This design comes from an exercise in tuning for small area on the open sky130 flow, not from production work. Function was checked by simulation only, so behaviour that the tests miss may differ from the original. Power is estimated from default activity; no workload was simulated.

## flow/design.v (module list and top-level ports; edited modules follow where they fit)
// module alu_design: 8165 lines
// module c_inv: 3 lines
// module c_nand2: 3 lines
// module c_nor2: 3 lines
// module c_xor2: 3 lines
// module c_xnor2: 3 lines
// module c_aoi21: 3 lines
// module c_oai21: 3 lines
// module c_mux2i: 3 lines
module alu_design(clk_i,rst_i,valid_i,ready_o,operand_a,operand_b,operation,result);
  // ...
==> flow/run.sh <==
#!/bin/bash
# synth_recipe.tcl (not shown) runs the flow's synth.tcl, then flattens the netlist and writes it again
# the make line also repeats each setting of config.mk as NAME=value (left out here)
make -C /OpenROAD-flow-scripts/flow DESIGN_CONFIG=/design/flow/config.mk WORK_HOME=/design/flow/orfs CLKGATE_MAP_FILE= SYNTH_SCRIPT=/design/flow/synth_recipe.tcl finish
==> flow/config.mk <==
export PLATFORM = sky130hd
export DESIGN_NAME = alu_design
export DESIGN_NICKNAME = alu_design
export VERILOG_FILES = /design/flow/design.v
export SDC_FILE = /design/flow/constraint.sdc
export NUM_CORES = 4
export LEC_CHECK = 0
export CAP_MARGIN = 20
export CORE_MARGIN = 2
export CORE_UTILIZATION = 60
export PLACE_DENSITY = 0.75
export SETUP_SLACK_MARGIN = -1.5
export SLEW_MARGIN = 20
export SYNTH_HIERARCHICAL = 1
==> flow/constraint.sdc <==
create_clock -name core_clock -period 80.0 [get_ports {clk_i}]
set_input_delay 16.0000 -clock core_clock [delete_from_list [all_inputs] [get_ports {clk_i}]]
set_output_delay 16.0000 -clock core_clock [all_outputs]
set_load 0.01 [all_outputs]
==> results.yml, run 1 <==
run_status:
  status: "complete, no violations"
logic_synthesis:
  synthTopCellsByArea: "xor2_1 21%, nor2_1 17%, xnor2_1 14%"
  yosys_warnings: 7
  synthesis.instances: 4587
  flop_and_latch_count_out_of_synthesis: 33
  yosys.area.top_type: "xor2_1"
  yosys.area_share.simple_pct: 33.1
timing:
  slew-limit-headroom_pct: 24.7
  finalSetupViolCount: 0
  fin_ws_ns: 3.71
  fin_worst_skew_ns: 0
  setup_tns_ns: 0
clock_network:
  holdBufCountCts: 0
  clk_pin_slew_worst_paths_ns: 0.06
  cts_made_buffers: 5
place:
  dpl.hpwl_mm: 70.2
  place.port_buffers: 102
  post-place-ws_ns: -0.458
  place.gp.congestion: 1.01
layout:
  nonClockInverterCount: 203
  register_area_um2: 661
  largest_registers: "result (32), ready_o (1)"
  fraction_of_layout_cells_with_a_size_suffix_above_1_pct: 10.0
  dominant-cell-class: "multi-input combinational cells"
min_path:
  timing.hold.worst.start: "result[25]$_SDFFE_PP0P_"
  worst_hold_path.num_cells: 2
power_and_ir_drop:
  power.combinational.fraction_pct: 96.1
  post-layout-total-power_mw: 1.17
  power_sequential_uw: 22.9
  worst_vdd_drop_mv: 0.0335
  clkPwrFrac_pct: 1.9
  dominant_power_group: "combinational cells"
global_routing:
  first_global_vias: 27811
detailed_routing:
  antenna_left: 0
flow_run:
  cap_viol_max_count: 0
die:
  design.portCount: 103
setup_path:
  r2r_cells: 2
  timing.critical_path.from_type: "primary input"
  critPathMostFrequentCell: "a21oi_2"
  critical_path.slowest_cell: "a22oi_1"
  crit_family: "compound AO/OA/AOI/OAI gates"
==> run 2: changes to the inputs <==
--- a/flow/config.mk
+++ b/flow/config.mk
@@ -9,6 +9,5 @@
 export CORE_MARGIN = 2
 export CORE_UTILIZATION = 60
 export PLACE_DENSITY = 0.75
-export SETUP_SLACK_MARGIN = -1.5
 export SLEW_MARGIN = 20
 export SYNTH_HIERARCHICAL = 1
==> results.yml, run 2 <==
run_status:
  status: "complete, no violations"
power_and_ir_drop:
  netSwitchingPower_uw: 736
  power.static_leakage_nw: 12.7
  clkPwrFrac_pct: 1.9
  power.combinational.fraction_pct: 96.1
  post-layout-total-power_mw: 1.17
  power.sequential.fraction_pct: 1.9
  worst_vdd_drop_mv: 0.0340
  p_per_area_nw_per_um2: 40.4
  cell_internal_pwr_uw: 438
  switching_share_pct: 62.7
place:
  place_area_um2: 28100
  place.gp.congestion: 1.01
  place.port_buffers: 102
  post-place-ws_ns: -0.458
  dpl.hpwl_mm: 70.2
layout:
  finalCoreUtilization_pct: 67.5
  largest_register: "result"
  register_area_um2: 661
  num_antenna_cells: 0
  multi_input_gate_area_um2: 25000
  largest_reg_flops: 32
  layout_commonest_cell: "nor2_1"
  syn2layout_area_growth_pct: 11.1
  design.final.nets: 4798
  most_used_cells_in_the_layout_excluding_fill_and_tap_cells: "1,181 x nor2_1, 885 x nand2_1, 618 x xor2_1, 557 x o21ai_1, 409 x xnor2_1"
  fraction_of_layout_cells_with_a_size_suffix_above_1_pct: 10.7
  final_design_area_no_fill_um2: 29000
  filler_cell_count: 4218
  largest_registers: "result (32), ready_o (1)"
logic_synthesis:
  yosys_warnings: 7
  yosys.area.top_type: "xor2_1"
  synth.most_common_cell: "nor2_1"
  mean_syn_cell_area_um2: 5.70
  asyncSetResetFlopFracSynth_pct: 0
  postSynthNetCount: 4657
  synthTopCellsByArea: "xor2_1 21%, nor2_1 17%, xnor2_1 14%"
  top_cells_by_count_synth: "1,182 x nor2_1, 886 x nand2_1, 634 x xor2_1"
  synthesis.area_um2: 26100
  synth_top_area_share_pct: 21.3
  ys_seq_area_share_pct: 2.53
  flop_and_latch_count_out_of_synthesis: 33
  synthFlopType: "dfxtp_1"
  synth-edff-count: 0
  synthesis.instances: 4587
  post_synth_num_cell_types: 45
die:
  width_of_the_die_um: 213
  design.portCount: 103
  floorplan.initialDensity_pct: 60.8
  rows: 76
  fp.dieArea_um2: 45200
  core_area_um2: 43000
  die-height_um: 213
timing:
  layout_worst_path_cycle_share_pct: 94.3
  final.hold.worst_slack_ns: 0.490
  fin_ws_ns: 4.54
  timing.final.max_slew_violations: 0
  shortest_period_the_worst_path_allows_ns: 75.46
  finalSetupViolCount: 0
  timing_hold_violations_final: 0
  fmax_mhz: 13.3
  fin_worst_skew_ns: 0
  timing_worst_slew_pin_value_ns: 1.12
  slew-limit-headroom_pct: 25.0
setup_path:
  worst_setup_path_end_kind: "register"
  crit_path_start: "operation[2]"
  critPathMostFrequentCell: "a21oi_2"
  launch_instance_of_the_worst_register_to_register_path: "result[14]$_SDFFE_PP0P_"
  timing.critical_path.required_ns: 80.12
  critical_path.slowest_cell: "and3b_4"
  timing.critical_path.from_type: "primary input"
  critPathArrivalTime_ns: 75.58
  crit_path_max_fanout: 73
  r2r_cells: 2
  crit_path_max_incr_delay_ns: 0.68
  setup.worst_path.class: "primary input to register"
min_path:
  worst_hold_path.num_cells: 2
  hold_class: "register to register"
  timing.hold.worst.start: "result[25]$_SDFFE_PP0P_"
clock_network:
  cts_made_buffers: 5
  clkLatencyLatePin_ns: 0.28
  cts.path.max_buffers: 2
  cts-htree-levels: 2
  clk_pin_slew_worst_paths_ns: 0.06
  cts_tree: "done"
  clock_sink_count: 33
  holdBufCountCts: 0
  clockRootBuffer: "clkbuf_16"
global_routing:
  grtUsageTotal_pct: 41.3
  grt_max_degree: 74
  grt-ovfl-total: 0
  first_global_vias: 27819
  grt_antenna_before_repair: 2
  grt_first_pass_wirelength_mm: 149
detailed_routing:
  antenna_left: 0
  final_routed_wirelength_across_all_metal_layers_mm: 96.8
  avg_vias_per_cell: 5.92
  route.vias.total: 31477
  drt_pass1_iterations: 8
  post-route-drc-count: 0
  drt_iter0_drc: 3642
  route.detailed.wl_per_inst_um: 18.2
flow_run:
  cap_viol_max_count: 0
-- run 2: worst max-delay path: cells and delay by family --
| family | cells | cell delay, ns |
|---|---|---|
| AOI/OAI and AO/OA | 172 | 33.74 |
| xor gates and xnor gates | 33 | 9.56 |
| buffers and inverters | 40 | 5.68 |
| and+or+nand+nor | 80 | 10.35 |
-- run 2: routing by layer --
metal,vias to the layer above,track usage [%],share of wire (%)
li1,15189,-,-
met4,2,19.2,4.8
met5,-,0,0.013
met3,268,7.57,11
met1,14358,53.0,40
met2,1660,66.9,44
-- run 2: power by group through the flow --
stage / sequential (mW) / clock (mW) / combinational (mW)
finish: 0.0228 / 0.0227 / 1.13
global route: 0.0231 / 0.0236 / 1.23
CTS: 0.0228 / 0.0228 / 1.07
detailed placement: 0.0231 / 0 / 1.06
global placement: 0.0231 / 0 / 1.06
floorplan: 0.0241 / 0 / 0.861
-- run 2: per-stage QoR --
step                cells  setup TNS (ns)
finish               5314               0
global route         5314          -0.301
CTS                  5296               0
detailed placement   5288           -2.99
global placement     5288               0
floorplan            4587               0
-- run 2: Yosys stat by module (local to each module, per instance) --
module | copies in the design | cells inside | flip-flops and latches | area (um^2)
c_xnor2 | 390 | 1 | 0 | 8.76
c_xor2 | 634 | 1 | 0 | 8.76
c_inv | 170 | 1 | 0 | 3.75
c_nand2 | 791 | 1 | 0 | 3.75
c_oai21 | 598 | 1 | 0 | 5.00
alu_design | 1 | 624 | 33 | 4010
c_aoi21 | 274 | 1 | 0 | 8.76
c_nor2 | 1106 | 1 | 0 | 3.75
-- run 2: cell type report --
| class | instances | share of cell area (%) |
|---|---|---|
| Clock inverter | 3 | 0.160 |
| Timing Repair Buffer | 189 | 5.70 |
| Inverter | 203 | 2.63 |
| Sequential cell | 33 | 2.28 |
| Tap cell | 585 | 2.52 |
| Clock buffer | 5 | 0.431 |
| Multi-Input combinational cell | 4296 | 86.3 |
-- run 2: cells by family after synthesis --
family / share of synthesized area (%)
AND/OR/NAND/NOR: 33.1
XOR/XNOR: 35.4
AO/OA/AOI/OAI: 24.7
buffers and inverters: 3.84
flip-flops: 2.53
multiplexers: 0.517
-- run 2: worst paths after layout --
check	to	slack, ns
worst max-delay path	result[14]$_SDFFE_PP0P_	4.54
worst max register to register	result[14]$_SDFFE_PP0P_	79.19
worst min register to register	result[25]$_SDFFE_PP0P_	0.49
worst min-delay path	result[25]$_SDFFE_PP0P_	0.49
-- run 2: what timing repair did --
action	4_1_cts	5_1_grt
setup buffers	0	14
setup endpoints to repair	11	32
resized for setup	1	89
pin swaps	0	9
hold endpoints to repair	0	0
gates cloned	0	4

## separate check: timing with driven ports
No port has a modelled driver above. Below, the same layouts with a new extraction and two added sets of constraints.
Step 1 (the two cells are an assumption about what drives the block):
set clk [get_ports {clk_i}]
set_driving_cell -lib_cell sky130_fd_sc_hd__clkbuf_16 $clk
set_driving_cell -lib_cell sky130_fd_sc_hd__buf_2 [delete_from_list [all_inputs] $clk]
Step 2, shift: input delay + t, output delay - t, t = (earliest + latest rising clock arrival at the registers) / 2. This alone moves slack from input paths to output paths.
Three values: ideal, step 1, step 2; two values: the first two.
| run | shift t [ns] | slack for setup (ns) | worst setup path after step 2 | latest minus earliest clock arrival (ns) | pins driven straight from the clock port |
|---|---|---|---|---|---|
| run 1 | 0.309 | 3.709 / 3.711 / 3.401 | input to register | 0.006 / 0.007 | 1 |
| run 2 | 0.310 | 4.536 / 4.545 / 4.235 | input to register | 0.007 / 0.006 | 1 |
After both steps every run listed still meets setup and hold. For run 1, which loses most, drivers alone change the setup slack by +0.002 ns; drivers and shift together by -0.308 ns.
